Source: an optimization exercise on an open RTL-to-GDS flow (aim: small area, a short achievable clock period and few clock cycles per item). Production flows keep margins and buffers that such runs may drop. RTL that was checked went through simulation tests only; none was proved equivalent to the original. For run 3, only the layout was checked, not whether the RTL still works. No activity file was given, so power comes from the tool's default toggle rates.

==> run.sh <==
#!/bin/bash
# synth_recipe.tcl (not shown) runs the flow's synth.tcl, then flattens the netlist and writes it again
# the make line also repeats each setting of config.mk as NAME=value (left out here)
make -C /OpenROAD-flow-scripts/flow DESIGN_CONFIG=/design/flow/config.mk WORK_HOME=/design/flow/orfs CLKGATE_MAP_FILE= SYNTH_SCRIPT=/design/flow/synth_recipe.tcl finish
==> design.v <==
module fa_cell (
    input  logic a,
    input  logic b,
    input  logic ci,
    output logic s,
    output logic co
);
    assign s  = a ^ b ^ ci;
    assign co = (a & b) | (a & ci) | (b & ci);
endmodule
module ha_cell (
    input  logic a,
    input  logic b,
    output logic s,
    output logic co
);
    assign s  = a ^ b;
    assign co = a & b;
endmodule
module hai_cell (
    input  logic a,
    input  logic b,
    output logic s,
    output logic co
);
    assign s  = ~(a ^ b);
    assign co = a | b;
endmodule
module assignment (
    input logic clk,
    input logic NRST,
    input logic start,
    input logic [10:0] A,
    input logic [10:0] B,
    output logic [20:0] result,
    output logic ready
);
    logic        busy;
    logic        accept;
    logic [10:0] a_value;
    logic [9:0]  b_mod;
    logic [9:0]  b_mod_next;
    logic [20:0] row0, row1;
    logic pp_0_0;
    logic pp_0_1;
    logic pp_0_2;
    logic pp_0_3;
    logic pp_0_4;
    logic pp_0_5;
    logic pp_0_6;
    logic pp_0_7;
    logic pp_0_8;
    logic pp_0_9;
    logic pp_1_0;
    logic pp_1_1;
    logic pp_1_2;
    logic pp_1_3;
    logic pp_1_4;
    logic pp_1_5;
    logic pp_1_6;
    logic pp_1_7;
    logic pp_1_8;
    logic pp_1_9;
    logic pp_2_0;
    logic pp_2_1;
    logic pp_2_2;
    logic pp_2_3;
    logic pp_2_4;
    logic pp_2_5;
    logic pp_2_6;
    logic pp_2_7;
    logic pp_2_8;
    logic pp_2_9;
    logic pp_3_0;
    logic pp_3_1;
    logic pp_3_2;
    logic pp_3_3;
    logic pp_3_4;
    logic pp_3_5;
    logic pp_3_6;
    logic pp_3_7;
    logic pp_3_8;
    logic pp_3_9;
    logic pp_4_0;
    logic pp_4_1;
    logic pp_4_2;
    logic pp_4_3;
    logic pp_4_4;
    logic pp_4_5;
    logic pp_4_6;
    logic pp_4_7;
    logic pp_4_8;
    logic pp_4_9;
    logic pp_5_0;
    logic pp_5_1;
    logic pp_5_2;
    logic pp_5_3;
    logic pp_5_4;
    logic pp_5_5;
    logic pp_5_6;
    logic pp_5_7;
    logic pp_5_8;
    logic pp_5_9;
    logic pp_6_0;
    logic pp_6_1;
    logic pp_6_2;
    logic pp_6_3;
    logic pp_6_4;
    logic pp_6_5;
    logic pp_6_6;
    logic pp_6_7;
    logic pp_6_8;
    logic pp_6_9;
    logic pp_7_0;
    logic pp_7_1;
    logic pp_7_2;
    logic pp_7_3;
    logic pp_7_4;
    logic pp_7_5;
    logic pp_7_6;
    logic pp_7_7;
    logic pp_7_8;
    logic pp_7_9;
    logic pp_8_0;
    logic pp_8_1;
    logic pp_8_2;
    logic pp_8_3;
    logic pp_8_4;
    logic pp_8_5;
    logic pp_8_6;
    logic pp_8_7;
    logic pp_8_8;
    logic pp_8_9;
    logic pp_9_0;
    logic pp_9_1;
    logic pp_9_2;
    logic pp_9_3;
    logic pp_9_4;
    logic pp_9_5;
    logic pp_9_6;
    logic pp_9_7;
    logic pp_9_8;
    logic pp_9_9;
    logic pp_10_0;
    logic pp_10_1;
    logic pp_10_2;
    logic pp_10_3;
    logic pp_10_4;
    logic pp_10_5;
    logic pp_10_6;
    logic pp_10_7;
    logic pp_10_8;
    logic pp_10_9;
    logic s1;
    logic c2;
    logic s3;
    logic c4;
    logic s5;
    logic c6;
    logic s7;
    logic c8;
    logic s9;
    logic c10;
    logic s11;
    logic c12;
    logic s13;
    logic c14;
    logic s15;
    logic c16;
    logic s17;
    logic c18;
    logic s19;
    logic c20;
    logic s21;
    logic c22;
    logic s23;
    logic c24;
    logic s25;
    logic c26;
    logic s27;
    logic c28;
    logic s29;
    logic c30;
    logic s31;
    logic c32;
    logic s33;
    logic c34;
    logic s35;
    logic c36;
    logic s37;
    logic c38;
    logic s39;
    logic c40;
    logic s41;
    logic c42;
    logic s43;
    logic c44;
    logic s45;
    logic c46;
    logic s47;
    logic c48;
    logic s49;
    logic c50;
    logic s51;
    logic c52;
    logic s53;
    logic c54;
    logic s55;
    logic c56;
    logic s57;
    logic c58;
    logic s59;
    logic c60;
    logic s61;
    logic c62;
    logic s63;
    logic c64;
    logic s65;
    logic c66;
    logic s67;
    logic c68;
    logic s69;
    logic c70;
    logic s71;
    logic c72;
    logic s73;
    logic c74;
    logic s75;
    logic c76;
    logic s77;
    logic c78;
    logic s79;
    logic c80;
    logic s81;
    logic c82;
    logic s83;
    logic c84;
    logic s85;
    logic c86;
    logic s87;
    logic c88;
    logic s89;
    logic c90;
    logic s91;
    logic c92;
    logic s93;
    logic c94;
    logic s95;
    logic c96;
    logic s97;
    logic c98;
    logic s99;
    logic c100;
    logic s101;
    logic c102;
    logic s103;
    logic c104;
    logic s105;
    logic c106;
    logic s107;
    logic c108;
    logic s109;
    logic c110;
    logic s111;
    logic c112;
    logic s113;
    logic c114;
    logic s115;
    logic c116;
    logic s117;
    logic c118;
    logic s119;
    logic c120;
    logic s121;
    logic c122;
    logic s123;
    logic c124;
    logic s125;
    logic c126;
    logic s127;
    logic c128;
    logic s129;
    logic c130;
    logic s131;
    logic c132;
    logic s133;
    logic c134;
    logic s135;
    logic c136;
    logic s137;
    logic c138;
    logic s139;
    logic c140;
    logic s141;
    logic c142;
    logic s143;
    logic c144;
    logic s145;
    logic c146;
    logic s147;
    logic c148;
    logic s149;
    logic c150;
    logic s151;
    logic c152;
    logic s153;
    logic c154;
    logic s155;
    logic c156;
    logic s157;
    logic c158;
    logic s159;
    logic c160;
    assign accept = start & ~busy;
    always_comb begin
        if (B >= 11'd2000)      b_mod_next = 10'(B - 11'd2000);
        else if (B >= 11'd1000) b_mod_next = 10'(B - 11'd1000);
        else                    b_mod_next = B[9:0];
    end
    always_ff @(posedge clk) begin
        if (accept) begin
            a_value <= A;
            b_mod   <= b_mod_next;
        end
    end
    assign pp_0_0 = ~(a_value[0] & b_mod[0]);
    assign pp_0_1 = ~(a_value[0] & b_mod[1]);
    assign pp_0_2 = ~(a_value[0] & b_mod[2]);
    assign pp_0_3 = ~(a_value[0] & b_mod[3]);
    assign pp_0_4 = ~(a_value[0] & b_mod[4]);
    assign pp_0_5 = ~(a_value[0] & b_mod[5]);
    assign pp_0_6 = ~(a_value[0] & b_mod[6]);
    assign pp_0_7 = ~(a_value[0] & b_mod[7]);
    assign pp_0_8 = ~(a_value[0] & b_mod[8]);
    assign pp_0_9 = ~(a_value[0] & b_mod[9]);
    assign pp_1_0 = ~(a_value[1] & b_mod[0]);
    assign pp_1_1 = ~(a_value[1] & b_mod[1]);
    assign pp_1_2 = ~(a_value[1] & b_mod[2]);
    assign pp_1_3 = ~(a_value[1] & b_mod[3]);
    assign pp_1_4 = ~(a_value[1] & b_mod[4]);
    assign pp_1_5 = ~(a_value[1] & b_mod[5]);
    assign pp_1_6 = ~(a_value[1] & b_mod[6]);
    assign pp_1_7 = ~(a_value[1] & b_mod[7]);
    assign pp_1_8 = ~(a_value[1] & b_mod[8]);
    assign pp_1_9 = ~(a_value[1] & b_mod[9]);
    assign pp_2_0 = ~(a_value[2] & b_mod[0]);
    assign pp_2_1 = ~(a_value[2] & b_mod[1]);
    assign pp_2_2 = ~(a_value[2] & b_mod[2]);
    assign pp_2_3 = ~(a_value[2] & b_mod[3]);
    assign pp_2_4 = ~(a_value[2] & b_mod[4]);
    assign pp_2_5 = ~(a_value[2] & b_mod[5]);
    assign pp_2_6 = ~(a_value[2] & b_mod[6]);
    assign pp_2_7 = ~(a_value[2] & b_mod[7]);
    assign pp_2_8 = ~(a_value[2] & b_mod[8]);
    assign pp_2_9 = ~(a_value[2] & b_mod[9]);
    assign pp_3_0 = ~(a_value[3] & b_mod[0]);
    assign pp_3_1 = ~(a_value[3] & b_mod[1]);
    assign pp_3_2 = ~(a_value[3] & b_mod[2]);
    assign pp_3_3 = ~(a_value[3] & b_mod[3]);
    assign pp_3_4 = ~(a_value[3] & b_mod[4]);
    assign pp_3_5 = ~(a_value[3] & b_mod[5]);
    assign pp_3_6 = ~(a_value[3] & b_mod[6]);
    assign pp_3_7 = ~(a_value[3] & b_mod[7]);
    assign pp_3_8 = ~(a_value[3] & b_mod[8]);
    assign pp_3_9 = ~(a_value[3] & b_mod[9]);
    assign pp_4_0 = ~(a_value[4] & b_mod[0]);
    assign pp_4_1 = ~(a_value[4] & b_mod[1]);
    assign pp_4_2 = ~(a_value[4] & b_mod[2]);
    assign pp_4_3 = ~(a_value[4] & b_mod[3]);
    assign pp_4_4 = ~(a_value[4] & b_mod[4]);
    assign pp_4_5 = ~(a_value[4] & b_mod[5]);
    assign pp_4_6 = ~(a_value[4] & b_mod[6]);
    assign pp_4_7 = ~(a_value[4] & b_mod[7]);
    assign pp_4_8 = ~(a_value[4] & b_mod[8]);
    assign pp_4_9 = ~(a_value[4] & b_mod[9]);
    assign pp_5_0 = ~(a_value[5] & b_mod[0]);
    assign pp_5_1 = ~(a_value[5] & b_mod[1]);
    assign pp_5_2 = ~(a_value[5] & b_mod[2]);
    assign pp_5_3 = ~(a_value[5] & b_mod[3]);
    assign pp_5_4 = ~(a_value[5] & b_mod[4]);
    assign pp_5_5 = ~(a_value[5] & b_mod[5]);
    assign pp_5_6 = ~(a_value[5] & b_mod[6]);
    assign pp_5_7 = ~(a_value[5] & b_mod[7]);
    assign pp_5_8 = ~(a_value[5] & b_mod[8]);
    assign pp_5_9 = ~(a_value[5] & b_mod[9]);
    assign pp_6_0 = ~(a_value[6] & b_mod[0]);
    assign pp_6_1 = ~(a_value[6] & b_mod[1]);
    assign pp_6_2 = ~(a_value[6] & b_mod[2]);
    assign pp_6_3 = ~(a_value[6] & b_mod[3]);
    assign pp_6_4 = ~(a_value[6] & b_mod[4]);
    assign pp_6_5 = ~(a_value[6] & b_mod[5]);
    assign pp_6_6 = ~(a_value[6] & b_mod[6]);
    assign pp_6_7 = ~(a_value[6] & b_mod[7]);
    assign pp_6_8 = ~(a_value[6] & b_mod[8]);
    assign pp_6_9 = ~(a_value[6] & b_mod[9]);
    assign pp_7_0 = ~(a_value[7] & b_mod[0]);
    assign pp_7_1 = ~(a_value[7] & b_mod[1]);
    assign pp_7_2 = ~(a_value[7] & b_mod[2]);
    assign pp_7_3 = ~(a_value[7] & b_mod[3]);
    assign pp_7_4 = ~(a_value[7] & b_mod[4]);
    assign pp_7_5 = ~(a_value[7] & b_mod[5]);
    assign pp_7_6 = ~(a_value[7] & b_mod[6]);
    assign pp_7_7 = ~(a_value[7] & b_mod[7]);
    assign pp_7_8 = ~(a_value[7] & b_mod[8]);
    assign pp_7_9 = ~(a_value[7] & b_mod[9]);
    assign pp_8_0 = ~(a_value[8] & b_mod[0]);
    assign pp_8_1 = ~(a_value[8] & b_mod[1]);
    assign pp_8_2 = ~(a_value[8] & b_mod[2]);
    assign pp_8_3 = ~(a_value[8] & b_mod[3]);
    assign pp_8_4 = ~(a_value[8] & b_mod[4]);
    assign pp_8_5 = ~(a_value[8] & b_mod[5]);
    assign pp_8_6 = ~(a_value[8] & b_mod[6]);
    assign pp_8_7 = ~(a_value[8] & b_mod[7]);
    assign pp_8_8 = ~(a_value[8] & b_mod[8]);
    assign pp_8_9 = ~(a_value[8] & b_mod[9]);
    assign pp_9_0 = ~(a_value[9] & b_mod[0]);
    assign pp_9_1 = ~(a_value[9] & b_mod[1]);
    assign pp_9_2 = ~(a_value[9] & b_mod[2]);
    assign pp_9_3 = ~(a_value[9] & b_mod[3]);
    assign pp_9_4 = ~(a_value[9] & b_mod[4]);
    assign pp_9_5 = ~(a_value[9] & b_mod[5]);
    assign pp_9_6 = ~(a_value[9] & b_mod[6]);
    assign pp_9_7 = ~(a_value[9] & b_mod[7]);
    assign pp_9_8 = ~(a_value[9] & b_mod[8]);
    assign pp_9_9 = ~(a_value[9] & b_mod[9]);
    assign pp_10_0 = ~(a_value[10] & b_mod[0]);
    assign pp_10_1 = ~(a_value[10] & b_mod[1]);
    assign pp_10_2 = ~(a_value[10] & b_mod[2]);
    assign pp_10_3 = ~(a_value[10] & b_mod[3]);
    assign pp_10_4 = ~(a_value[10] & b_mod[4]);
    assign pp_10_5 = ~(a_value[10] & b_mod[5]);
    assign pp_10_6 = ~(a_value[10] & b_mod[6]);
    assign pp_10_7 = ~(a_value[10] & b_mod[7]);
    assign pp_10_8 = ~(a_value[10] & b_mod[8]);
    assign pp_10_9 = ~(a_value[10] & b_mod[9]);
    hai_cell u_ha1 (.a(pp_0_9), .b(pp_1_8), .s(s1), .co(c2));
    fa_cell u_fa1 (.a(pp_10_0), .b(pp_1_9), .ci(pp_2_8), .s(s3), .co(c4));
    hai_cell u_ha2 (.a(pp_10_1), .b(pp_2_9), .s(s5), .co(c6));
    hai_cell u_ha3 (.a(pp_0_6), .b(pp_1_5), .s(s7), .co(c8));
    fa_cell u_fa2 (.a(pp_0_7), .b(pp_1_6), .ci(pp_2_5), .s(s9), .co(c10));
    hai_cell u_ha4 (.a(pp_3_4), .b(pp_4_3), .s(s11), .co(c12));
    fa_cell u_fa3 (.a(pp_0_8), .b(pp_1_7), .ci(pp_2_6), .s(s13), .co(c14));
    fa_cell u_fa4 (.a(pp_3_5), .b(pp_4_4), .ci(pp_5_3), .s(s15), .co(c16));
    hai_cell u_ha5 (.a(pp_6_2), .b(pp_7_1), .s(s17), .co(c18));
    fa_cell u_fa5 (.a(pp_2_7), .b(pp_3_6), .ci(pp_4_5), .s(s19), .co(c20));
    fa_cell u_fa6 (.a(pp_5_4), .b(pp_6_3), .ci(pp_7_2), .s(s21), .co(c22));
    fa_cell u_fa7 (.a(pp_8_1), .b(pp_9_0), .ci(s1), .s(s23), .co(c24));
    fa_cell u_fa8 (.a(pp_3_7), .b(pp_4_6), .ci(pp_5_5), .s(s25), .co(c26));
    fa_cell u_fa9 (.a(pp_6_4), .b(pp_7_3), .ci(pp_8_2), .s(s27), .co(c28));
    fa_cell u_fa10 (.a(pp_9_1), .b(c2), .ci(s3), .s(s29), .co(c30));
    fa_cell u_fa11 (.a(pp_3_8), .b(pp_4_7), .ci(pp_5_6), .s(s31), .co(c32));
    fa_cell u_fa12 (.a(pp_6_5), .b(pp_7_4), .ci(pp_8_3), .s(s33), .co(c34));
    fa_cell u_fa13 (.a(pp_9_2), .b(s5), .ci(c4), .s(s35), .co(c36));
    fa_cell u_fa14 (.a(pp_10_2), .b(pp_3_9), .ci(pp_4_8), .s(s37), .co(c38));
    fa_cell u_fa15 (.a(pp_5_7), .b(pp_6_6), .ci(pp_7_5), .s(s39), .co(c40));
    fa_cell u_fa16 (.a(pp_8_4), .b(pp_9_3), .ci(c6), .s(s41), .co(c42));
    fa_cell u_fa17 (.a(pp_10_3), .b(pp_4_9), .ci(pp_5_8), .s(s43), .co(c44));
    fa_cell u_fa18 (.a(pp_6_7), .b(pp_7_6), .ci(pp_8_5), .s(s45), .co(c46));
    fa_cell u_fa19 (.a(pp_10_4), .b(pp_5_9), .ci(pp_6_8), .s(s47), .co(c48));
    hai_cell u_ha6 (.a(pp_0_4), .b(pp_1_3), .s(s49), .co(c50));
    fa_cell u_fa20 (.a(pp_0_5), .b(pp_1_4), .ci(pp_2_3), .s(s51), .co(c52));
    hai_cell u_ha7 (.a(pp_3_2), .b(pp_4_1), .s(s53), .co(c54));
    fa_cell u_fa21 (.a(pp_2_4), .b(pp_3_3), .ci(pp_4_2), .s(s55), .co(c56));
    fa_cell u_fa22 (.a(pp_5_1), .b(pp_6_0), .ci(s7), .s(s57), .co(c58));
    fa_cell u_fa23 (.a(pp_5_2), .b(pp_6_1), .ci(pp_7_0), .s(s59), .co(c60));
    fa_cell u_fa24 (.a(c8), .b(s11), .ci(s9), .s(s61), .co(c62));
    fa_cell u_fa25 (.a(pp_8_0), .b(c12), .ci(s17), .s(s63), .co(c64));
    fa_cell u_fa26 (.a(c10), .b(s13), .ci(s15), .s(s65), .co(c66));
    fa_cell u_fa27 (.a(c18), .b(c14), .ci(c16), .s(s67), .co(c68));
    fa_cell u_fa28 (.a(s19), .b(s21), .ci(s23), .s(s69), .co(c70));
    fa_cell u_fa29 (.a(c20), .b(c22), .ci(s25), .s(s71), .co(c72));
    fa_cell u_fa30 (.a(s27), .b(c24), .ci(s29), .s(s73), .co(c74));
    fa_cell u_fa31 (.a(c26), .b(c28), .ci(s31), .s(s75), .co(c76));
    fa_cell u_fa32 (.a(s33), .b(c30), .ci(s35), .s(s77), .co(c78));
    fa_cell u_fa33 (.a(c32), .b(c34), .ci(s37), .s(s79), .co(c80));
    fa_cell u_fa34 (.a(s39), .b(s41), .ci(c36), .s(s81), .co(c82));
    fa_cell u_fa35 (.a(pp_9_4), .b(c38), .ci(c40), .s(s83), .co(c84));
    fa_cell u_fa36 (.a(s43), .b(s45), .ci(c42), .s(s85), .co(c86));
    fa_cell u_fa37 (.a(pp_7_7), .b(pp_8_6), .ci(pp_9_5), .s(s87), .co(c88));
    fa_cell u_fa38 (.a(c44), .b(c46), .ci(s47), .s(s89), .co(c90));
    fa_cell u_fa39 (.a(pp_10_5), .b(pp_6_9), .ci(pp_7_8), .s(s91), .co(c92));
    fa_cell u_fa40 (.a(pp_8_7), .b(pp_9_6), .ci(c48), .s(s93), .co(c94));
    fa_cell u_fa41 (.a(pp_10_6), .b(pp_7_9), .ci(pp_8_8), .s(s95), .co(c96));
    hai_cell u_ha8 (.a(pp_0_3), .b(pp_1_2), .s(s97), .co(c98));
    fa_cell u_fa42 (.a(pp_2_2), .b(pp_3_1), .ci(pp_4_0), .s(s99), .co(c100));
    fa_cell u_fa43 (.a(pp_5_0), .b(c50), .ci(s53), .s(s101), .co(c102));
    fa_cell u_fa44 (.a(c54), .b(c52), .ci(s55), .s(s103), .co(c104));
    fa_cell u_fa45 (.a(c56), .b(s59), .ci(c58), .s(s105), .co(c106));
    fa_cell u_fa46 (.a(c60), .b(s63), .ci(c62), .s(s107), .co(c108));
    fa_cell u_fa47 (.a(c64), .b(c66), .ci(s67), .s(s109), .co(c110));
    fa_cell u_fa48 (.a(c68), .b(s71), .ci(c70), .s(s111), .co(c112));
    fa_cell u_fa49 (.a(c72), .b(s75), .ci(s77), .s(s113), .co(c114));
    fa_cell u_fa50 (.a(c76), .b(s79), .ci(c78), .s(s115), .co(c116));
    fa_cell u_fa51 (.a(c80), .b(s83), .ci(s85), .s(s117), .co(c118));
    fa_cell u_fa52 (.a(s87), .b(c84), .ci(s89), .s(s119), .co(c120));
    fa_cell u_fa53 (.a(c88), .b(s91), .ci(c90), .s(s121), .co(c122));
    fa_cell u_fa54 (.a(pp_9_7), .b(c92), .ci(s95), .s(s123), .co(c124));
    fa_cell u_fa55 (.a(pp_10_7), .b(pp_8_9), .ci(pp_9_8), .s(s125), .co(c126));
    hai_cell u_ha9 (.a(pp_0_2), .b(pp_1_1), .s(s127), .co(c128));
    fa_cell u_fa56 (.a(pp_2_1), .b(pp_3_0), .ci(s97), .s(s129), .co(c130));
    fa_cell u_fa57 (.a(c98), .b(s49), .ci(s99), .s(s131), .co(c132));
    fa_cell u_fa58 (.a(c100), .b(s51), .ci(s101), .s(s133), .co(c134));
    fa_cell u_fa59 (.a(c102), .b(s57), .ci(s103), .s(s135), .co(c136));
    fa_cell u_fa60 (.a(c104), .b(s61), .ci(s105), .s(s137), .co(c138));
    fa_cell u_fa61 (.a(s65), .b(c106), .ci(s107), .s(s139), .co(c140));
    fa_cell u_fa62 (.a(s69), .b(c108), .ci(s109), .s(s141), .co(c142));
    fa_cell u_fa63 (.a(c110), .b(s73), .ci(s111), .s(s143), .co(c144));
    fa_cell u_fa64 (.a(c74), .b(c112), .ci(s113), .s(s145), .co(c146));
    fa_cell u_fa65 (.a(s81), .b(s115), .ci(c114), .s(s147), .co(c148));
    fa_cell u_fa66 (.a(c82), .b(s117), .ci(c116), .s(s149), .co(c150));
    fa_cell u_fa67 (.a(c86), .b(s119), .ci(c118), .s(s151), .co(c152));
    fa_cell u_fa68 (.a(s93), .b(s121), .ci(c120), .s(s153), .co(c154));
    fa_cell u_fa69 (.a(c94), .b(s123), .ci(c122), .s(s155), .co(c156));
    fa_cell u_fa70 (.a(c96), .b(s125), .ci(c124), .s(s157), .co(c158));
    fa_cell u_fa71 (.a(pp_10_8), .b(pp_9_9), .ci(c126), .s(s159), .co(c160));
    assign row0 = {1'b0, ~pp_10_9, ~s159, ~s157, ~s155, ~s153, ~s151, ~c148, ~c146, ~c144, ~c142, ~c140, ~c138, ~c136, ~c134, ~c132, ~c130, ~c128, ~pp_2_0, ~pp_0_1, ~pp_0_0};
    assign row1 = {1'b0, ~c160, ~c158, ~c156, ~c154, ~c152, ~c150, ~s149, ~s147, ~s145, ~s143, ~s141, ~s139, ~s137, ~s135, ~s133, ~s131, ~s129, ~s127, ~pp_1_0, 1'b0};
    always_ff @(posedge clk) begin
        result <= row0 + row1;
    end
    always_ff @(posedge clk or negedge NRST) begin
        if (!NRST) begin
            busy  <= 1'b0;
            ready <= 1'b0;
        end else begin
            busy  <= accept;
            ready <= busy | (ready & ~start);
        end
    end
endmodule
==> config.mk <==
export PLATFORM = sky130hd
export DESIGN_NAME = assignment
export DESIGN_NICKNAME = assignment
export VERILOG_FILES = /design/flow/design.v
export SDC_FILE = /design/flow/constraint.sdc
export NUM_CORES = 4
export LEC_CHECK = 0
export CAP_MARGIN = 20
export CORE_MARGIN = 2
export CORE_UTILIZATION = 40
export SLEW_MARGIN = 20
export SYNTH_HIERARCHICAL = 1
export SYNTH_MINIMUM_KEEP_SIZE = 0
==> constraint.sdc <==
create_clock -name core_clock -period 12.5 [get_ports {clk}]
set_input_delay 2.5000 -clock core_clock [delete_from_list [all_inputs] [get_ports {clk}]]
set_output_delay 2.5000 -clock core_clock [all_outputs]
set_load 0.01 [all_outputs]
==> results of run 1 <==
-- per-module statistics from Yosys, one instance, submodules excluded --
module      cells inside  cell area, sq um
assignment           371              2920
hai_cell               5              27.5
fa_cell                1              20.0
-- worst min path at each step --
stage | from | endpoint | slack [ns] | cells past startpoint
5_1_grt | busy$_DFF_PN0_ | ready$_DFF_PN0_ | 0.49 | 1
4_1_cts | busy$_DFF_PN0_ | ready$_DFF_PN0_ | 0.47 | 1
3_3_place_gp | busy$_DFF_PN0_ | ready$_DFF_PN0_ | 0.43 | 1
2_1_floorplan | busy$_DFF_PN0_ | ready$_DFF_PN0_ | 0.43 | 1
3_5_place_dp | busy$_DFF_PN0_ | ready$_DFF_PN0_ | 0.45 | 1
6_report | busy$_DFF_PN0_ | ready$_DFF_PN0_ | 0.46 | 1
-- sequential cells by signal, summed over array words and instances (netlist names) --
| name | count |
|---|---|
| a_value | 11 |
| b_mod | 10 |
| busy | 1 |
| result | 21 |
| ready | 1 |
-- cells in the final DEF, fill, tap and decap left out, drive strengths merged, types with 3 or more instances in the layout --
master	netlist	final
ha	34	34
inv	81	82
nor2	9	9
xnor2	13	13
nand2b	3	3
a21boi	4	4
clkdlybuf4s50	0	46
xor2	6	6
dfxtp	21	21
and2	7	7
a21o	5	5
clkbuf	22	5
edfxtp	21	21
a21oi	20	20
nand3	4	4
fa	72	72
o21ai	11	11
nand2	119	119
a31oi	5	5
o211ai	4	4
-- per-stage QoR --
| stage | util, % | area (sq um) | setup slack, ns | hold WS, ns |
|---|---|---|---|---|
| finish | 47.1 | 5330 | 7.78 | 0.460 |
| global route | 47.1 | 5330 | 7.53 | 0.488 |
| CTS | 47.1 | 5330 | 7.80 | 0.468 |
| detailed placement | 45.5 | 5160 | 7.81 | 0.453 |
| global placement | 45.5 | 5160 | 7.89 | 0.435 |
| floorplan | - | 4590 | 8.07 | 0.429 |
-- per-layer routing --
metal  up-vias  part of all wire, %  global-route usage [%]
met5         -                    0                       0
met4         0                  1.3                    4.53
met3        10                  5.1                    2.68
met2        88                   49                    28.5
met1      1604                   44                    21.0
li1       1582                    -                       -
-- cell usage after synthesis, types with 2 or more instances --
cell type / number / share of area (%)
nand2_1: 119 / 9.7
inv_1: 81 / 6.6
fa_1: 72 / 31
ha_1: 34 / 9.3
clkbuf_1: 22 / 1.8
dfxtp_1: 21 / 9.2
edfxtp_1: 21 / 14
a21oi_1: 19 / 2.1
xnor2_1: 13 / 2.5
nor2_1: 9 / 0.74
o21ai_0: 9 / 0.98
and2_1: 6 / 0.82
xor2_1: 6 / 1.1
a21o_1: 5 / 0.82
a31oi_1: 5 / 0.68
a21boi_0: 4 / 0.65
nand3_1: 4 / 0.44
o211ai_1: 4 / 0.65
nand2b_1: 3 / 0.41
and3_1: 2 / 0.27
and4_1: 2 / 0.38
dfrtp_1: 2 / 1.1
mux2i_1: 2 / 0.44
nor3_1: 2 / 0.22
o22ai_1: 2 / 0.27
-- power breakdown --
group          internal (mW)  switching [mW]  total [mW]
clock network         0.0951          0.0614       0.157
registers              0.196          0.0203       0.216
logic                  0.301           0.340       0.641
total                  0.592           0.422        1.01
-- layout make-up --
| type | instances | area (sq um) |
|---|---|---|
| clock buffers | 5 | 125 |
| clock inverters | 3 | 46.3 |
| fillers | 1094 | 5990 |
| inverters | 81 | 304 |
| multi-input cells | 340 | 3100 |
| flip-flops and latches | 44 | 1100 |
| well taps | 143 | 179 |
| repair buffers | 47 | 468 |
-- cell families after synthesis --
group	after synthesis	share of synthesized area, %
multiplexers	2	0.436
buffers and inverters	103	8.42
AO/OA/AOI/OAI	59	8.75
XOR/XNOR	19	3.62
flip-flops	44	24.0
adder cells (fa/ha/maj)	107	40.9
AND/OR/NAND/NOR	153	13.9
==> flow_metrics.tcl, run 1 <==
set metrics [dict create \
    status "no timing/DRC/antenna violations" \
    vias_per_cell 4.95 \
    io_pins 47 \
    min-delay-path-class "reg -> reg" \
    yosys_warnings 7 \
    crit_start "b_mod[0]$_DFFE_PP_" \
    cts_tree "done" \
    gp_congestion 0.842 \
    diodes 0 \
    synth-edff-count 21 \
    grt_max_degree 23 \
    num_rows 39 \
    clockRootBuffer "clkbuf_16" \
    dp_cells 655 \
    syn-cell-area_sq_mm 0.00459 \
    r2r-start "b_mod[0]$_DFFE_PP_" \
    endpoint "result[18]$_DFF_P_" \
    cts-resized-gates 0 \
    seq_area_frac_synth_pct 24.0 \
    cts_sinks 44 \
    first_pass_iters 4 \
    period_share_pct 37.8 \
    critPathLaunchType "register" \
    crit_top_cell "fa_1" \
    antenna_found_initial 0 \
    nNetsFinal 650 \
    path_max_fanout 11 \
    p_total_mw 1.01 \
    cts_buffer_depth 2 \
    initial_core_util_pct 40.6 \
    cts_made_buffers 5 \
    dp.final_hpwl_microns 7250 \
    setup_viol 0 \
    vias 3284 \
    die-height_microns 111 \
    wirelength_microns 9410 \
    grt_pass1_vias 3458 \
    drtIter0Drc 155 \
    power.density_mw_per_mm2 190 \
    worst-path-stages 13 \
    fin_cells 663 \
    ctsHoldBuffers 0 \
    ant_nets 0 \
    clkTransAtPathRegs_ns 0.07 \
    drive_gt1_share_pct 2.69 \
    grt_overflow 0 \
    fmax_mhz 212 \
    fin_crit_ns 4.72 \
    portBuffers 46 \
    leakage_nw 2.37 \
    cts_setup_buffers 0 \
    die_area_sq_mm 0.0124 \
    tightest_slew_ns 0.527 \
    crit_required_ns 12.68 \
    final-hold-violation-count 0 \
    worstPathArrival_ns 4.90 \
    setup_tns_ns 0 \
    h-tree-depth 2 \
    fin_skew_ns 0.00410 \
    syn_to_final_growth_pct 16.0 \
    rsz0062_at_grt "no" \
    crit_path_top_delay_cell "edfxtp_1" \
    relSlewSlack_pct 64.5 \
    coreArea_sq_mm 0.0113 \
    r2r_cells 13 \
    ys.flop_type "edfxtp_1" \
    finalMaxSlewViolations 0 \
    syn_avg_cell_area_sq_um 9.43 \
    path_cells "nand2_1 > fa_1 > fa_1 > fa_1 > fa_1 > fa_1 > inv_1 > ha_1 > and2_2 > and3_1 > a31oi_1 > o21ai_1 > o311a_1" \
    grt_pass1_wl_microns 16200 \
    ys_ff_latch 44 \
    postSynthCellCount 487 \
    peakVddDrop_v 0.000123 \
    wl_per_cell_microns 14.2 \
    yosysUniqueCellTypes 43 \
    track_usage_pct 16.3 \
    rr_endpoint "result[18]$_DFF_P_" \
    cp_top_family "adder cells" \
    clock_latency_ns 0.29 \
    r2r_slack_ns 7.78 \
    crit_buf_inv 1 \
    remaining_drc_errors 0 \
    end_kind "register" \
    cpPeakStageDelay_ns 0.57 \
    die_w_microns 111 \
    synthArstFlopShare_pct 4.55 \
    maxCapViolCount 0 \
    path_class "reg -> reg" \
]
Testbench counts, summed over its fixed seeds: cycles 3,200, items 1,600.
==> inputs of run 2 (changes only) <==
==> flow/run.sh (new file) <==
#!/bin/bash
# The standard layout (the standard.sh: ORFS synthesis to final layout),
# with smaller port buffers and no clock-tree dummy loads.
set -euo pipefail
export BUFFER_PORTS_ARGS="-buffer_cell ${PORT_BUF:-sky130_fd_sc_hd__buf_1}"
export CTS_ARGS="-sink_clustering_enable -repair_clock_nets -dont_use_dummy_load"
bash standard.sh > standard.log 2>&1
==> standard.sh (new file) <==
#!/bin/bash
# synth_recipe.tcl (not shown) runs the flow's synth.tcl, then flattens the netlist and writes it again
# the make line also repeats each setting of config.mk as NAME=value (left out here)
make -C /OpenROAD-flow-scripts/flow DESIGN_CONFIG=/design/flow/config.mk WORK_HOME=/design/flow/orfs CLKGATE_MAP_FILE= SYNTH_SCRIPT=/design/flow/synth_recipe.tcl "${@:-finish}"
removed: run.sh
==> run 2 against run 1 <==
  * Largest power group unchanged
  * Clock power fell by about 20%
  * Critical endpoint unchanged
  * Critical path type unchanged
  * Non-clock buffer count did not move
  * Cell count fell by 0.45%
  * Final area fell by 6.3%
  * Wire length rose by 5.7%
  * Global-route usage rose by 1.1 points
  * Still clean on timing, DRC and antenna
  * Sequential power barely moved
  * Combinational power fell by 4.5%
  * Register-to-register slack improved by 0.06 ns
  * First-iteration DRC count rose by 1.9%
  * Power fell by 5.9%
  * Fmax rose by 1.4%
==> flow_metrics.tcl, run 2 <==
set metrics [dict create \
    grt_max_degree 23 \
    clockRootBuffer "clkbuf_16" \
    wl_met3_microns 520 \
    syn_avg_cell_area_sq_um 9.43 \
    cts_sinks 44 \
    yosysTopAreaCell "fa_1" \
    synthArstFlopShare_pct 4.55 \
    initial_core_util_pct 40.6 \
    p_int_mw 0.528 \
    r2r-start "b_mod[0]$_DFFE_PP_" \
    die_w_microns 111 \
    seq_power_share_pct 22.7 \
    yosysMostFrequentCell "nand2_1" \
    syn_to_final_growth_pct 8.75 \
    first_pass_iters 4 \
    syn-cell-area_sq_mm 0.00459 \
    synth-edff-count 21 \
    max_flop_register "result" \
    antenna_found_initial 0 \
    drive_gt1_share_pct 2.13 \
    routed.top_layer "met4" \
    multiInputGateArea_sq_mm 0.00310 \
    period_share_pct 37.3 \
    drtIter0Drc 158 \
    hold_start "busy$_DFF_PN0_" \
    pwr-share-comb_pct 64.2 \
    clock_latency_ns 0.29 \
    ys.flop_type "edfxtp_1" \
    vias_per_cell 5.07 \
    maxCapViolCount 0 \
    power.density_mw_per_mm2 191 \
    dp.final_hpwl_microns 7760 \
    end_kind "register" \
    final-hold-violation-count 0 \
    min_to "ready$_DFF_PN0_" \
    worstPathArrival_ns 4.83 \
    r2r_cells 13 \
    vias 3346 \
    nFillCells 1131 \
    yosysUniqueCellTypes 43 \
    netlist.area_leader.share_pct 31.4 \
    peakVddDrop_v 0.000122 \
    num_rows 39 \
    largestRegisters "result x21, a_value x11, b_mod x10" \
    cts-resized-gates 0 \
    rr_endpoint "result[18]$_DFF_P_" \
    ys_ff_latch 44 \
    cts_tree "done" \
    grt_pass1_wl_microns 17300 \
    cts_setup_buffers 0 \
    min-delay-path-class "reg -> reg" \
    place_area_sq_mm 0.00487 \
    ff_latch_area_sq_mm 0.00110 \
    fin_crit_ns 4.66 \
    fmax_mhz 215 \
    p_sw_mw 0.426 \
    ys_top_cells_by_area "fa_1 31%, edfxtp_1 14%, nand2_1 9.7%" \
    seq_area_frac_synth_pct 24.0 \
    wirelength_microns 9950 \
    clkPwrFrac_pct 13.1 \
    whs_path_depth 1 \
    rsz0062_at_grt "no" \
    cts_made_buffers 5 \
    final_common_cell "nand2_1" \
    tightest_slew_ns 0.544 \
    status "no timing/DRC/antenna violations" \
    cts_buffer_depth 2 \
    final_cell_area_sq_mm 0.00499 \
    die_area_sq_mm 0.0124 \
    ant_nets 0 \
    path_max_fanout 11 \
    crit_required_ns 12.68 \
    wl_per_cell_microns 15.1 \
    grt_pass1_vias 3608 \
    io_pins 47 \
    die-height_microns 111 \
    portBuffers 46 \
    hold_ws_ns 0.456 \
    switching_share_pct 44.7 \
    setup_tns_ns 0 \
    largest_register_ffs 21 \
    gp_congestion 0.834 \
    diodes 0 \
    fin_skew_ns 0.0133 \
    finalMaxSlewViolations 0 \
    yosys_warnings 7 \
    postSynthCellCount 487 \
    nNetsFinal 650 \
    coreArea_sq_mm 0.0113 \
    leakage_nw 2.23 \
    met2_length_microns 5110 \
    h-tree-depth 2 \
    clkTransAtPathRegs_ns 0.07 \
    relSlewSlack_pct 63.3 \
    layout_common_cells "119 x nand2_1, 81 x inv_1, 72 x fa_1" \
    ctsHoldBuffers 0 \
    remaining_drc_errors 0 \
    track_usage_pct 17.4 \
    synthTopCellsByCount "119 x nand2_1, 81 x inv_1, 72 x fa_1" \
    path_class "reg -> reg" \
    met1_length_microns 4190 \
    setup_viol 0 \
    grt_overflow 0 \
    r2r_slack_ns 7.84 \
    critPathLaunchType "register" \
]
## run 2: final cells by class
class / instances / area share [%]
multi-input cells: 340 / 62.2
flip-flops and latches: 44 / 22.0
inverters: 81 / 6.09
repair buffers: 47 / 3.61
well taps: 143 / 3.58
clock buffers: 5 / 2.51
## run 2: modules after synthesis, one instance, submodules excluded
module,cells,times used,area (sq um)
assignment,371,1,2920
fa_cell,1,71,20.0
hai_cell,5,9,27.5
## run 2: worst max-delay path, stage by stage, from the launching register on
cell	delay (ns)
edfxtp_1	0.55
nand2_1	0.14
fa_1	0.51
fa_1	0.41
fa_1	0.54
fa_1	0.43
fa_1	0.49
inv_1	0.04
ha_1	0.33
and2_2	0.20
and3_1	0.17
a31oi_1	0.17
o21ai_1	0.19
o311a_1	0.38
## run 2: logic make-up (layout without fill, tap and decap cells)
kind of cell / Yosys count / count (layout) / share of synthesized area [%]
xor+xnor: 19 / 19 / 3.62
buf+inv: 103 / 133 / 8.42
compound gates: 59 / 59 / 8.75
simple gates: 153 / 153 / 13.9
fa+ha+maj: 107 / 107 / 40.9
flops: 44 / 44 / 24.0
mux: 2 / 2 / 0.436
## run 2: worst max path at each step
| stage | startpoint | endpoint |
|---|---|---|
| after detailed placement | b_mod[0]$_DFFE_PP_ | result[18]$_DFF_P_ |
| after floorplan | b_mod[0]$_DFFE_PP_ | result[18]$_DFF_P_ |
| after global placement | b_mod[0]$_DFFE_PP_ | result[18]$_DFF_P_ |
| after CTS | b_mod[0]$_DFFE_PP_ | result[18]$_DFF_P_ |
| final | b_mod[0]$_DFFE_PP_ | result[18]$_DFF_P_ |
| after global routing | a_value[10]$_DFFE_PP_ | result[16]$_DFF_P_ |
## run 2: power groups by stage
stage                     registers (mW)  clock network [mW]  logic [mW]
after floorplan                    0.224                   0       0.468
after global placement             0.220                   0       0.597
after detailed placement           0.219                   0       0.615
after CTS                          0.217               0.131       0.619
after global routing               0.221               0.137       0.700
final                              0.216               0.125       0.612
## run 2: per-stage QoR
step           utilization, %  cells  setup WS, ns  total power, mW
3_5_place_dp             43.0    655          7.87            0.834
3_3_place_gp             43.0    655          7.97            0.817
6_report                 44.1    660          7.84            0.954
5_1_grt                  44.1    660          7.62             1.06
2_1_floorplan               -    487          8.07            0.692
4_1_cts                  44.1    660          7.86            0.967
## run 2: layer usage
metal / GRT usage, % / up-vias
met5: 0 / -
met4: 4.77 / 0
met3: 2.57 / 10
met2: 31.1 / 92
li1: - / 1583
met1: 22.0 / 1661
==> inputs of run 3 (changes only) <==
--- a/design.v
+++ b/design.v
@@ -513,10 +513,10 @@
     fa_cell u_fa69 (.a(c94), .b(s123), .ci(c122), .s(s155), .co(c156));
     fa_cell u_fa70 (.a(c96), .b(s125), .ci(c124), .s(s157), .co(c158));
     fa_cell u_fa71 (.a(pp_10_8), .b(pp_9_9), .ci(c126), .s(s159), .co(c160));
-    assign row0 = {1'b0, ~pp_10_9, ~s159, ~s157, ~s155, ~s153, ~s151, ~c148, ~c146, ~c144, ~c142, ~c140, ~c138, ~c136, ~c134, ~c132, ~c130, ~c128, ~pp_2_0, ~pp_0_1, ~pp_0_0};
-    assign row1 = {1'b0, ~c160, ~c158, ~c156, ~c154, ~c152, ~c150, ~s149, ~s147, ~s145, ~s143, ~s141, ~s139, ~s137, ~s135, ~s133, ~s131, ~s129, ~s127, ~pp_1_0, 1'b0};
+    assign row0 = {1'b1, pp_10_9, s159, s157, s155, s153, s151, c148, c146, c144, c142, c140, c138, c136, c134, c132, c130, c128, pp_2_0, pp_0_1, pp_0_0};
+    assign row1 = {1'b1, c160, c158, c156, c154, c152, c150, s149, s147, s145, s143, s141, s139, s137, s135, s133, s131, s129, s127, pp_1_0, 1'b1};
     always_ff @(posedge clk) begin
-        result <= row0 + row1;
+        result <= ~(row0 + row1 + 21'd1);
     end
     always_ff @(posedge clk or negedge NRST) begin
         if (!NRST) begin
==> run.sh (new file) <==
#!/bin/bash
# synth_recipe.tcl (not shown) runs the flow's synth.tcl, then flattens the netlist and writes it again
# the make line also repeats each setting of config.mk as NAME=value (left out here)
make -C /OpenROAD-flow-scripts/flow DESIGN_CONFIG=/design/flow/config.mk WORK_HOME=/design/flow/orfs CLKGATE_MAP_FILE= SYNTH_SCRIPT=/design/flow/synth_recipe.tcl finish
removed: flow/run.sh
removed: standard.sh
==> run 3 against run 2 <==
  * Still clean on timing, DRC and antenna
  * Clock skew decreased by 0.0046 ns
  * Sequential power increased by 2%
  * Area after synthesis decreased by 1.9%
  * Synthesized cell count decreased by 6.4%
  * Fmax decreased by 2.2%
  * Critical endpoint unchanged
  * Largest cell class unchanged
==> flow_metrics.tcl, run 3 <==
set metrics [dict create \
    synthMuxAreaShare_pct 0.444 \
    drtIter0Drc 173 \
    grt_pass1_wl_microns 16500 \
    yosys_warnings 7 \
    r2r-start "b_mod[0]$_DFFE_PP_" \
    h-tree-depth 2 \
    path_max_fanout 11 \
    maxCapViolCount 0 \
    nNetsFinal 620 \
    synth_simple_gate_area_share_pct 14.2 \
    p_int_mw 0.632 \
    track_usage_pct 17.8 \
    drive_gt1_share_pct 3.06 \
    pwr-share-comb_pct 68.8 \
    status "no timing/DRC/antenna violations" \
    relSlewSlack_pct 66.9 \
    grt_pass1_vias 3547 \
    synthAdderAreaFrac_pct 41.7 \
    syn_avg_cell_area_sq_um 9.88 \
    vias 3306 \
    cpPeakStageDelay_ns 0.58 \
    crit_required_ns 12.72 \
    grt_max_degree 23 \
    clkPwrFrac_pct 11.7 \
    min-delay-path-class "reg -> reg" \
    path_class "reg -> reg" \
    io_pins 47 \
    yosysMostFrequentCell "nand2_1" \
    die-height_microns 110 \
    remaining_drc_errors 0 \
    synth-xor-area-share_pct 3.69 \
    rsz0062_at_grt "no" \
    path_cells "nand2_1 > fa_1 > fa_1 > fa_1 > fa_1 > fa_1 > ha_1 > a21oi_1 > nor2_1 > o31ai_1 > o311ai_1 > mux2i_1 > xnor2_1" \
    r2r_cells 13 \
    yosysUniqueCellTypes 48 \
    coreArea_sq_mm 0.0109 \
    final_cell_area_sq_mm 0.00521 \
    max_flop_register "result" \
    setup_tns_ns 0 \
    die_area_sq_mm 0.0121 \
    dp.final_hpwl_microns 7600 \
    r2r_slack_ns 7.74 \
    cts_made_buffers 5 \
    syn-cell-area_sq_mm 0.00450 \
    ant_nets 0 \
    cts_tree "done" \
    seq_area_frac_synth_pct 24.4 \
    die_w_microns 110 \
    final-hold-violation-count 0 \
    diodes 0 \
    whs_path_depth 1 \
    fin_crit_ns 4.76 \
    min_to "ready$_DFF_PN0_" \
    vias_per_cell 5.25 \
    portBuffers 46 \
    clockRootBuffer "clkbuf_16" \
    cts-resized-gates 0 \
    initial_core_util_pct 41.2 \
    tightest_slew_ns 0.496 \
    critPathLaunchType "register" \
    antenna_found_initial 0 \
    hold_start "busy$_DFF_PN0_" \
    final_common_cell "nand2_1" \
    clock_latency_ns 0.29 \
    ctsHoldBuffers 0 \
    place_area_sq_mm 0.00507 \
    fmax_mhz 210 \
    largest_register_ffs 21 \
    crit_path_top_delay_cell "edfxtp_1" \
    gp_congestion 0.880 \
    largestRegisters "result x21, a_value x11, b_mod x10" \
    rr_endpoint "result[18]$_DFF_P_" \
    layout_common_cells "116 x nand2_1, 72 x fa_1, 47 x inv_1" \
    ys_ff_latch 44 \
    netlist.area_leader.share_pct 32.0 \
    synth_compound_area_share_pct 9.86 \
    period_share_pct 38.1 \
    yosysTopAreaCell "fa_1" \
    cts_sinks 44 \
    grt_overflow 0 \
    fin_skew_ns 0.00871 \
    synth_top_family_by_area "adder cells" \
    multiInputGateArea_sq_mm 0.00315 \
    switching_share_pct 44.1 \
    wl_per_cell_microns 15.6 \
    power.density_mw_per_mm2 217 \
    worstPathArrival_ns 4.98 \
    first_pass_iters 4 \
    end_kind "register" \
    synthTopCellsByCount "116 x nand2_1, 72 x fa_1, 47 x inv_1" \
    leakage_nw 2.12 \
    p_sw_mw 0.498 \
    postSynthCellCount 456 \
    ys.flop_type "edfxtp_1" \
    hold_ws_ns 0.465 \
    syn_to_final_growth_pct 15.7 \
    crit_top_cell "fa_1" \
    synth-edff-count 21 \
    ff_latch_area_sq_mm 0.00110 \
    wirelength_microns 9830 \
    num_rows 38 \
    peakVddDrop_v 0.000154 \
    cts_setup_buffers 0 \
    cts_buffer_depth 2 \
    clkTransAtPathRegs_ns 0.07 \
    nFillCells 1053 \
    ys_top_cells_by_area "fa_1 32%, edfxtp_1 14%, nand2_1 9.7%" \
    synthArstFlopShare_pct 4.55 \
    seq_power_share_pct 19.5 \
    setup_viol 0 \
    finalMaxSlewViolations 0 \
]
## run 3: cell types whose count changed in the layout (fill, tap and decap cells not counted), moves of 4 or more
cell / delta
o21bai_1: +4
a21boi_0: -4
o211ai_1: -4
inv_1: -34
clkdlybuf4s50_1: +46
o21ai_0: -5
o21a_1: +4
buf_1: -46
a21oi_1: -4
## run 3: how the worst max path moves through the flow
stage                        from                  to  slack [ns]  cells past startpoint
3_5_place_dp                 B[5]  b_mod[8]$_DFFE_PP_        7.62                      8
3_3_place_gp                 B[5]  b_mod[8]$_DFFE_PP_        7.72                      8
4_1_cts        b_mod[0]$_DFFE_PP_  result[18]$_DFF_P_        7.77                     13
5_1_grt        b_mod[0]$_DFFE_PP_  result[20]$_DFF_P_        7.43                     12
6_report       b_mod[0]$_DFFE_PP_  result[18]$_DFF_P_        7.74                     13
2_1_floorplan  b_mod[0]$_DFFE_PP_  result[18]$_DFF_P_        8.11                     14
## run 3: Yosys stat by module (local to each module, per instance)
module      area, sq um  flops+latches  cells inside  times used
assignment         2840             44           340           1
fa_cell            20.0              0             1          71
hai_cell           27.5              0             5           9
## run 3: metal layers
layer,vias up,global-route usage [%],share of wire (%)
met1,1662,22.2,41
met2,92,32.3,53
met4,0,4.02,1.2
met5,-,0,0
met3,10,2.82,4.8
li1,1542,-,-
## run 3: final cells by class
| cell class | count | share of cell area, % |
|---|---|---|
| Multi-Input combinational cell | 344 | 60.4 |
| Clock inverter | 3 | 0.360 |
| Clock buffer | 5 | 2.40 |
| Inverter | 47 | 3.38 |
| Sequential cell | 44 | 21.1 |
| Tap cell | 140 | 3.36 |
| Timing Repair Buffer | 47 | 8.98 |
## run 3: cells by family after synthesis
logic type | count (synthesis)
and+or+nand+nor | 154
muxes | 2
adders and majority gates | 107
DFF | 44
AOI/OAI and AO/OA | 62
xor gates and xnor gates | 19
buffers and inverters | 68
## run 3: through the flow
| stage | instances | utilization [%] | setup WS [ns] | total power, mW |
|---|---|---|---|---|
| 2_1_floorplan | 456 | - | 8.11 | 0.797 |
| 3_3_place_gp | 622 | 46.4 | 7.72 | 0.992 |
| 3_5_place_dp | 622 | 46.4 | 7.62 | 1.00 |
| 4_1_cts | 630 | 47.7 | 7.77 | 1.14 |
| 5_1_grt | 630 | 47.7 | 7.43 | 1.25 |
| 6_report | 630 | 47.7 | 7.74 | 1.13 |
## run 3: critical path, delay by kind of cell, from the launching register on
family                   cells  cell delay [ns]
flip-flops                   1             0.58
adder cells (fa/ha/maj)      6             2.71
XOR/XNOR                     1             0.14
AO/OA/AOI/OAI                3             0.81
multiplexers                 1             0.23
AND/OR/NAND/NOR              2             0.22
## run 3: power by group through the flow
stage,registers [mW],clock network [mW],logic (mW)
after global placement,0.224,0,0.768
after CTS,0.221,0.137,0.782
final,0.221,0.132,0.777
after detailed placement,0.224,0,0.778
after floorplan,0.227,0,0.570
after global routing,0.225,0.143,0.880
==> inputs of run 4 (changes only) <==
--- a/design.v
+++ b/design.v
@@ -8,24 +8,6 @@
     assign s  = a ^ b ^ ci;
     assign co = (a & b) | (a & ci) | (b & ci);
 endmodule
-module ha_cell (
-    input  logic a,
-    input  logic b,
-    output logic s,
-    output logic co
-);
-    assign s  = a ^ b;
-    assign co = a & b;
-endmodule
-module hai_cell (
-    input  logic a,
-    input  logic b,
-    output logic s,
-    output logic co
-);
-    assign s  = ~(a ^ b);
-    assign co = a | b;
-endmodule
 module assignment (
     input logic clk,
     input logic NRST,
@@ -312,11 +294,12 @@
     logic s159;
     logic c160;
     assign accept = start & ~busy;
-    always_comb begin
-        if (B >= 11'd2000)      b_mod_next = 10'(B - 11'd2000);
-        else if (B >= 11'd1000) b_mod_next = 10'(B - 11'd1000);
-        else                    b_mod_next = B[9:0];
-    end
+    logic       b_ge_1000, b_ge_2000;
+    logic [6:0] b_add;
+    assign b_ge_1000 = B >= 11'd1000;
+    assign b_ge_2000 = B >= 11'd2000;
+    assign b_add = b_ge_2000 ? 7'd6 : (b_ge_1000 ? 7'd3 : 7'd0);
+    assign b_mod_next = {7'(B[9:3] + b_add), B[2:0]};
     always_ff @(posedge clk) begin
         if (accept) begin
             a_value <= A;
@@ -433,15 +416,15 @@
     assign pp_10_7 = ~(a_value[10] & b_mod[7]);
     assign pp_10_8 = ~(a_value[10] & b_mod[8]);
     assign pp_10_9 = ~(a_value[10] & b_mod[9]);
-    hai_cell u_ha1 (.a(pp_0_9), .b(pp_1_8), .s(s1), .co(c2));
+    fa_cell u_ha1 (.a(pp_0_9), .b(pp_1_8), .ci(1'b1), .s(s1), .co(c2));
     fa_cell u_fa1 (.a(pp_10_0), .b(pp_1_9), .ci(pp_2_8), .s(s3), .co(c4));
-    hai_cell u_ha2 (.a(pp_10_1), .b(pp_2_9), .s(s5), .co(c6));
-    hai_cell u_ha3 (.a(pp_0_6), .b(pp_1_5), .s(s7), .co(c8));
+    fa_cell u_ha2 (.a(pp_10_1), .b(pp_2_9), .ci(1'b1), .s(s5), .co(c6));
+    fa_cell u_ha3 (.a(pp_0_6), .b(pp_1_5), .ci(1'b1), .s(s7), .co(c8));
     fa_cell u_fa2 (.a(pp_0_7), .b(pp_1_6), .ci(pp_2_5), .s(s9), .co(c10));
-    hai_cell u_ha4 (.a(pp_3_4), .b(pp_4_3), .s(s11), .co(c12));
+    fa_cell u_ha4 (.a(pp_3_4), .b(pp_4_3), .ci(1'b1), .s(s11), .co(c12));
     fa_cell u_fa3 (.a(pp_0_8), .b(pp_1_7), .ci(pp_2_6), .s(s13), .co(c14));
     fa_cell u_fa4 (.a(pp_3_5), .b(pp_4_4), .ci(pp_5_3), .s(s15), .co(c16));
-    hai_cell u_ha5 (.a(pp_6_2), .b(pp_7_1), .s(s17), .co(c18));
+    fa_cell u_ha5 (.a(pp_6_2), .b(pp_7_1), .ci(1'b1), .s(s17), .co(c18));
     fa_cell u_fa5 (.a(pp_2_7), .b(pp_3_6), .ci(pp_4_5), .s(s19), .co(c20));
     fa_cell u_fa6 (.a(pp_5_4), .b(pp_6_3), .ci(pp_7_2), .s(s21), .co(c22));
     fa_cell u_fa7 (.a(pp_8_1), .b(pp_9_0), .ci(s1), .s(s23), .co(c24));
@@ -457,9 +440,9 @@
     fa_cell u_fa17 (.a(pp_10_3), .b(pp_4_9), .ci(pp_5_8), .s(s43), .co(c44));
     fa_cell u_fa18 (.a(pp_6_7), .b(pp_7_6), .ci(pp_8_5), .s(s45), .co(c46));
     fa_cell u_fa19 (.a(pp_10_4), .b(pp_5_9), .ci(pp_6_8), .s(s47), .co(c48));
-    hai_cell u_ha6 (.a(pp_0_4), .b(pp_1_3), .s(s49), .co(c50));
+    fa_cell u_ha6 (.a(pp_0_4), .b(pp_1_3), .ci(1'b1), .s(s49), .co(c50));
     fa_cell u_fa20 (.a(pp_0_5), .b(pp_1_4), .ci(pp_2_3), .s(s51), .co(c52));
-    hai_cell u_ha7 (.a(pp_3_2), .b(pp_4_1), .s(s53), .co(c54));
+    fa_cell u_ha7 (.a(pp_3_2), .b(pp_4_1), .ci(1'b1), .s(s53), .co(c54));
     fa_cell u_fa21 (.a(pp_2_4), .b(pp_3_3), .ci(pp_4_2), .s(s55), .co(c56));
     fa_cell u_fa22 (.a(pp_5_1), .b(pp_6_0), .ci(s7), .s(s57), .co(c58));
     fa_cell u_fa23 (.a(pp_5_2), .b(pp_6_1), .ci(pp_7_0), .s(s59), .co(c60));
@@ -481,7 +464,7 @@
     fa_cell u_fa39 (.a(pp_10_5), .b(pp_6_9), .ci(pp_7_8), .s(s91), .co(c92));
     fa_cell u_fa40 (.a(pp_8_7), .b(pp_9_6), .ci(c48), .s(s93), .co(c94));
     fa_cell u_fa41 (.a(pp_10_6), .b(pp_7_9), .ci(pp_8_8), .s(s95), .co(c96));
-    hai_cell u_ha8 (.a(pp_0_3), .b(pp_1_2), .s(s97), .co(c98));
+    fa_cell u_ha8 (.a(pp_0_3), .b(pp_1_2), .ci(1'b1), .s(s97), .co(c98));
     fa_cell u_fa42 (.a(pp_2_2), .b(pp_3_1), .ci(pp_4_0), .s(s99), .co(c100));
     fa_cell u_fa43 (.a(pp_5_0), .b(c50), .ci(s53), .s(s101), .co(c102));
     fa_cell u_fa44 (.a(c54), .b(c52), .ci(s55), .s(s103), .co(c104));
@@ -496,7 +479,7 @@
     fa_cell u_fa53 (.a(c88), .b(s91), .ci(c90), .s(s121), .co(c122));
     fa_cell u_fa54 (.a(pp_9_7), .b(c92), .ci(s95), .s(s123), .co(c124));
     fa_cell u_fa55 (.a(pp_10_7), .b(pp_8_9), .ci(pp_9_8), .s(s125), .co(c126));
-    hai_cell u_ha9 (.a(pp_0_2), .b(pp_1_1), .s(s127), .co(c128));
+    fa_cell u_ha9 (.a(pp_0_2), .b(pp_1_1), .ci(1'b1), .s(s127), .co(c128));
     fa_cell u_fa56 (.a(pp_2_1), .b(pp_3_0), .ci(s97), .s(s129), .co(c130));
     fa_cell u_fa57 (.a(c98), .b(s49), .ci(s99), .s(s131), .co(c132));
     fa_cell u_fa58 (.a(c100), .b(s51), .ci(s101), .s(s133), .co(c134));
@@ -515,9 +498,36 @@
     fa_cell u_fa71 (.a(pp_10_8), .b(pp_9_9), .ci(c126), .s(s159), .co(c160));
     assign row0 = {1'b1, pp_10_9, s159, s157, s155, s153, s151, c148, c146, c144, c142, c140, c138, c136, c134, c132, c130, c128, pp_2_0, pp_0_1, pp_0_0};
     assign row1 = {1'b1, c160, c158, c156, c154, c152, c150, s149, s147, s145, s143, s141, s139, s137, s135, s133, s131, s129, s127, pp_1_0, 1'b1};
+    logic [8:0] blk0;
+    assign blk0 = ~({1'b0, row0[7:0]} + {1'b0, row1[7:0]} + 9'd1);
+    logic [5:0] blk1;
+    assign blk1 = ~({1'b0, row0[12:8]} + {1'b0, row1[12:8]} + 6'd1);
+    logic [4:0] blk2;
+    assign blk2 = ~({1'b0, row0[16:13]} + {1'b0, row1[16:13]} + 5'd1);
+    logic [4:0] blk3;
+    assign blk3 = ~({1'b0, row0[20:17]} + {1'b0, row1[20:17]} + 5'd1);
+    logic [20:0] sum_q;
+    logic [2:0] gen_q;
+    logic [2:1] prop_q;
     always_ff @(posedge clk) begin
-        result <= ~(row0 + row1 + 21'd1);
+        sum_q[7:0] <= blk0[7:0];
+        gen_q[0] <= blk0[8];
+        sum_q[12:8] <= blk1[4:0];
+        gen_q[1] <= blk1[5];
+        prop_q[1] <= &(row0[12:8] ^ row1[12:8]);
+        sum_q[16:13] <= blk2[3:0];
+        gen_q[2] <= blk2[4];
+        prop_q[2] <= &(row0[16:13] ^ row1[16:13]);
+        sum_q[20:17] <= blk3[3:0];
     end
+    logic [3:1] cin;
+    assign cin[1] = gen_q[0];
+    assign cin[2] = gen_q[1] | (prop_q[1] & cin[1]);
+    assign cin[3] = gen_q[2] | (prop_q[2] & cin[2]);
+    assign result[7:0] = sum_q[7:0];
+    assign result[12:8] = sum_q[12:8] + 5'(cin[1]);
+    assign result[16:13] = sum_q[16:13] + 4'(cin[2]);
+    assign result[20:17] = sum_q[20:17] + 4'(cin[3]);
     always_ff @(posedge clk or negedge NRST) begin
         if (!NRST) begin
             busy  <= 1'b0;
==> flow/run.sh (new file) <==
#!/bin/bash
# The standard layout (the standard.sh: ORFS synthesis to final layout),
# with smaller port buffers and no clock-tree dummy loads.
set -euo pipefail
export BUFFER_PORTS_ARGS="-buffer_cell ${PORT_BUF:-sky130_fd_sc_hd__buf_1}"
export CTS_ARGS="-sink_clustering_enable -repair_clock_nets -dont_use_dummy_load"
export SETUP_SLACK_MARGIN=9
bash standard.sh > standard.log 2>&1
==> standard.sh (new file) <==
#!/bin/bash
# synth_recipe.tcl (not shown) runs the flow's synth.tcl, then flattens the netlist and writes it again
# the make line also repeats each setting of config.mk as NAME=value (left out here)
make -C /OpenROAD-flow-scripts/flow DESIGN_CONFIG=/design/flow/config.mk WORK_HOME=/design/flow/orfs CLKGATE_MAP_FILE= SYNTH_SCRIPT=/design/flow/synth_recipe.tcl "${@:-finish}"
removed: run.sh
==> run 4 against run 3 <==
  * Sequential cell count up 5
  * Critical path depth down 7
  * First-iteration DRC count decreased by 22%
  * Area after synthesis decreased by 2.1%
  * Cell count increased by 0.16%
  * Wire length down 4.5%
  * Final area up 8.0%
  * Non-clock buffer count rose by 60
  * Clock power down 34%
  * Critical endpoint is now result[19]
  * Largest cell class unchanged
  * Largest power group unchanged
==> flow_metrics.tcl, run 4 <==
set metrics [dict create \
    cts_buffer_depth 2 \
    synthArstFlopShare_pct 4.08 \
    syn_to_final_growth_pct 27.7 \
    die_w_microns 109 \
    path_max_fanout 2 \
    grt_overflow 0 \
    drive_gt1_share_pct 29.1 \
    final_cell_area_sq_mm 0.00563 \
    clkTransAtPathRegs_ns 0.11 \
    nFillCells 943 \
    die_area_sq_mm 0.0119 \
    portBuffers 46 \
    layout_common_cells "107 x nand2_1, 69 x fa_1, 51 x buf_4" \
    final-hold-violation-count 0 \
    grt_pass1_vias 3465 \
    syn-cell-area_sq_mm 0.00441 \
    crit_required_ns 10.00 \
    ys_ff_latch 49 \
    grt_busiest_layer "met2" \
    clock_latency_ns 0.32 \
    diodes 0 \
    netlist.area_leader.share_pct 38.6 \
    place_area_sq_mm 0.00478 \
    grt_max_degree 23 \
    yosysMostFrequentCell "nand2_1" \
    coreArea_sq_mm 0.0108 \
    initial_core_util_pct 40.9 \
    peakVddDrop_v 0.000170 \
    syn_avg_cell_area_sq_um 11.0 \
    remaining_drc_errors 0 \
    cts_sinks 49 \
    yosys_warnings 7 \
    vias 3084 \
    io_pins 47 \
    leakage_nw 2.25 \
    synthTopCellsByCount "113 x nand2_1, 85 x fa_1, 28 x ha_1" \
    relSlewSlack_pct 60.5 \
    nNetsFinal 631 \
    largestRegisters "sum_q x21, a_value x11, b_mod x10" \
    h-tree-depth 2 \
    rsz0062_at_grt "yes" \
    yosysTopAreaCell "fa_1" \
    grt_pass1_wl_microns 15800 \
    cts_tree "done" \
    ys.flop_type "dfxtp_1" \
    die-height_microns 109 \
    gp_congestion 0.805 \
    wl_per_cell_microns 14.9 \
    fin_skew_ns 0.0403 \
    drtIter0Drc 135 \
    final_common_cell "nand2_1" \
    use_met3_pct 4.24 \
    yosysUniqueCellTypes 29 \
    largest_register_ffs 21 \
    postSynthCellCount 400 \
    multiInputGateArea_sq_mm 0.00334 \
    cts_made_buffers 5 \
    min-delay-path-class "reg -> reg" \
    ctsHoldBuffers 0 \
    p_total_mw 1.12 \
    critPathLaunchType "register" \
    clockRootBuffer "clkbuf_8" \
    maxCapViolCount 0 \
    num_rows 38 \
    track_usage_pct 17.6 \
    antenna_found_initial 0 \
    tightest_slew_ns 0.591 \
    setup_viol 0 \
    vias_per_cell 4.89 \
    ant_nets 0 \
    worstPathArrival_ns 1.59 \
    end_kind "output port" \
    synth-edff-count 21 \
    max_flop_register "sum_q" \
    status "no timing/DRC/antenna violations" \
    seq_area_frac_synth_pct 27.2 \
    finalMaxSlewViolations 0 \
    dp.final_hpwl_microns 6350 \
    ff_latch_area_sq_mm 0.00120 \
    path_class "reg -> out" \
    fin_crit_ns 4.09 \
    power.density_mw_per_mm2 198 \
    wirelength_microns 9390 \
    setup_tns_ns 0 \
    ys_top_cells_by_area "fa_1 39%, edfxtp_1 14%, dfxtp_1 12%" \
    period_share_pct 32.7 \
    first_pass_iters 4 \
    met2_usage_pct 31.6 \
    fmax_mhz 245 \
    grtUsageMet1_pct 20.8 \
]
[run 4: changes by cell type after synthesis, sizes merged, moves of 4 or more]
| cell | previous run | this run |
|---|---|---|
| a21oi | 17 | 9 |
| buf | 0 | 8 |
| dfxtp | 21 | 26 |
| and3 | 4 | 0 |
| nor2 | 12 | 6 |
| ha | 34 | 28 |
| a31oi | 5 | 1 |
| inv | 47 | 18 |
| a21o | 7 | 12 |
| fa | 72 | 85 |
[run 4: where the power goes]
group | switching (mW) | internal [mW]
logic | 0.371 | 0.408
clock network | 0.0502 | 0.0363
registers | 0.0307 | 0.221
[run 4: path summary, 6_finish.rpt]
path / from / slack (ns) / end / depth (start not counted)
setup / recovery: gen_q[0]$_DFF_P_ / 8.41 / result[19] / 6
hold / removal: ready$_DFF_PN0_ / 0.50 / ready$_DFF_PN0_ / 1
setup reg to reg: b_mod[9]$_DFFE_PP_ / 8.69 / gen_q[1]$_DFF_P_ / 10
hold reg to reg: ready$_DFF_PN0_ / 0.50 / ready$_DFF_PN0_ / 1
max in group asynchronous: NRST / 10.42 / busy$_DFF_PN0_ / 1
min in group asynchronous: NRST / 1.95 / ready$_DFF_PN0_ / 1
[run 4: per-module statistics from Yosys, one instance, submodules excluded]
module | flops+latches | cells inside | area [sq um] | copies in the design
fa_cell | 0 | 1 | 20.0 | 80
assignment | 49 | 320 | 2810 | 1
[run 4: per-stage QoR]
stage	setup slack, ns	utilization, %	hold slack [ns]	instances
final	8.41	52.2	0.498	631
after global routing	8.34	52.2	0.533	631
after CTS	8.40	50.8	0.501	625
after detailed placement	8.11	44.3	0.475	565
after global placement	8.18	44.3	0.462	565
after floorplan	8.41	-	0.488	408
[run 4: metal layers]
layer  vias up  routed length [microns]
li1       1425                        -
met1      1562                     3750
met2        87                     4930
met3        10                      615
met4         0                       99
met5         -                        0
[run 4: worst max-delay path, cell delays in order, from the launching register on]
cell     delay [ns]
dfxtp_2        0.33
a21o_1         0.19
a21o_1         0.19
ha_4           0.17
ha_4           0.16
xor2_2         0.13
buf_2          0.14
[run 4: logic make-up after synthesis]
kind of cell | count (synthesis) | share of synthesized area, %
simple gates | 133 | 12.0
fa+ha+maj | 113 | 46.5
flops | 49 | 27.2
buf+inv | 47 | 4.68
compound gates | 35 | 5.11
xor+xnor | 22 | 4.37
other cells | 1 | 0.0850
[run 4: cell type report]
class / instances / share of cell area [%]
Multi-Input combinational cell: 312 / 59.3
Timing Repair Buffer: 107 / 13.8
Inverter: 18 / 1.20
Sequential cell: 49 / 21.4
Clock buffer: 5 / 1.22
Tap cell: 140 / 3.11
[run 4: timing repair]
item | CTS | global route
endpoints found under the setup margin | 31 | 31
gates resized for setup | 65 | 22
setup buffers | 55 | 6
pin swaps | 30 | 24
Testbench counts of run 4, summed over its fixed seeds: cycles 3,200, items 1,600.

[re-timing with driven ports]
The flow's constraints put no driver on any port. The routed layouts listed below were extracted and timed again, unchanged, in two steps. Step 1, drivers: a clkbuf_16 drives clk and a buf_2 each remaining input, both assumed. Step 2 also shifts input and output timing later by t, the mid clock arrival at the registers, as if the neighbouring blocks saw the same clock. a / b / c = no drivers / after step 1 / after step 2; a / b = the first two.
| run | shift t [ns] | setup WS [ns] | hold slack, ns | worst register clock-pin slew, ns | worst data-port slew with drivers (ns) |
|---|---|---|---|---|---|
| run 1 | 0.327 | 7.779 / 7.779 / 7.779 | 0.460 / 0.460 / 0.460 | 0.07 / 0.07 | 0.03 |
| run 2 | 0.323 | 7.843 / 7.843 / 7.843 | 0.456 / 0.456 / 0.456 | 0.07 / 0.07 | 0.04 |
| run 3 | 0.319 | 7.737 / 7.737 / 7.615 | 0.465 / 0.465 / 0.465 | 0.07 / 0.07 | 0.04 |
| run 4 | 0.327 | 8.412 / 8.381 / 8.264 | 0.498 / 0.498 / 0.498 | 0.11 / 0.11 | 0.06 |
After both steps setup and hold are still met in every run listed. The setup slack of run 4, which loses most, moves by -0.031 ns with the drivers and by -0.148 ns with both steps.
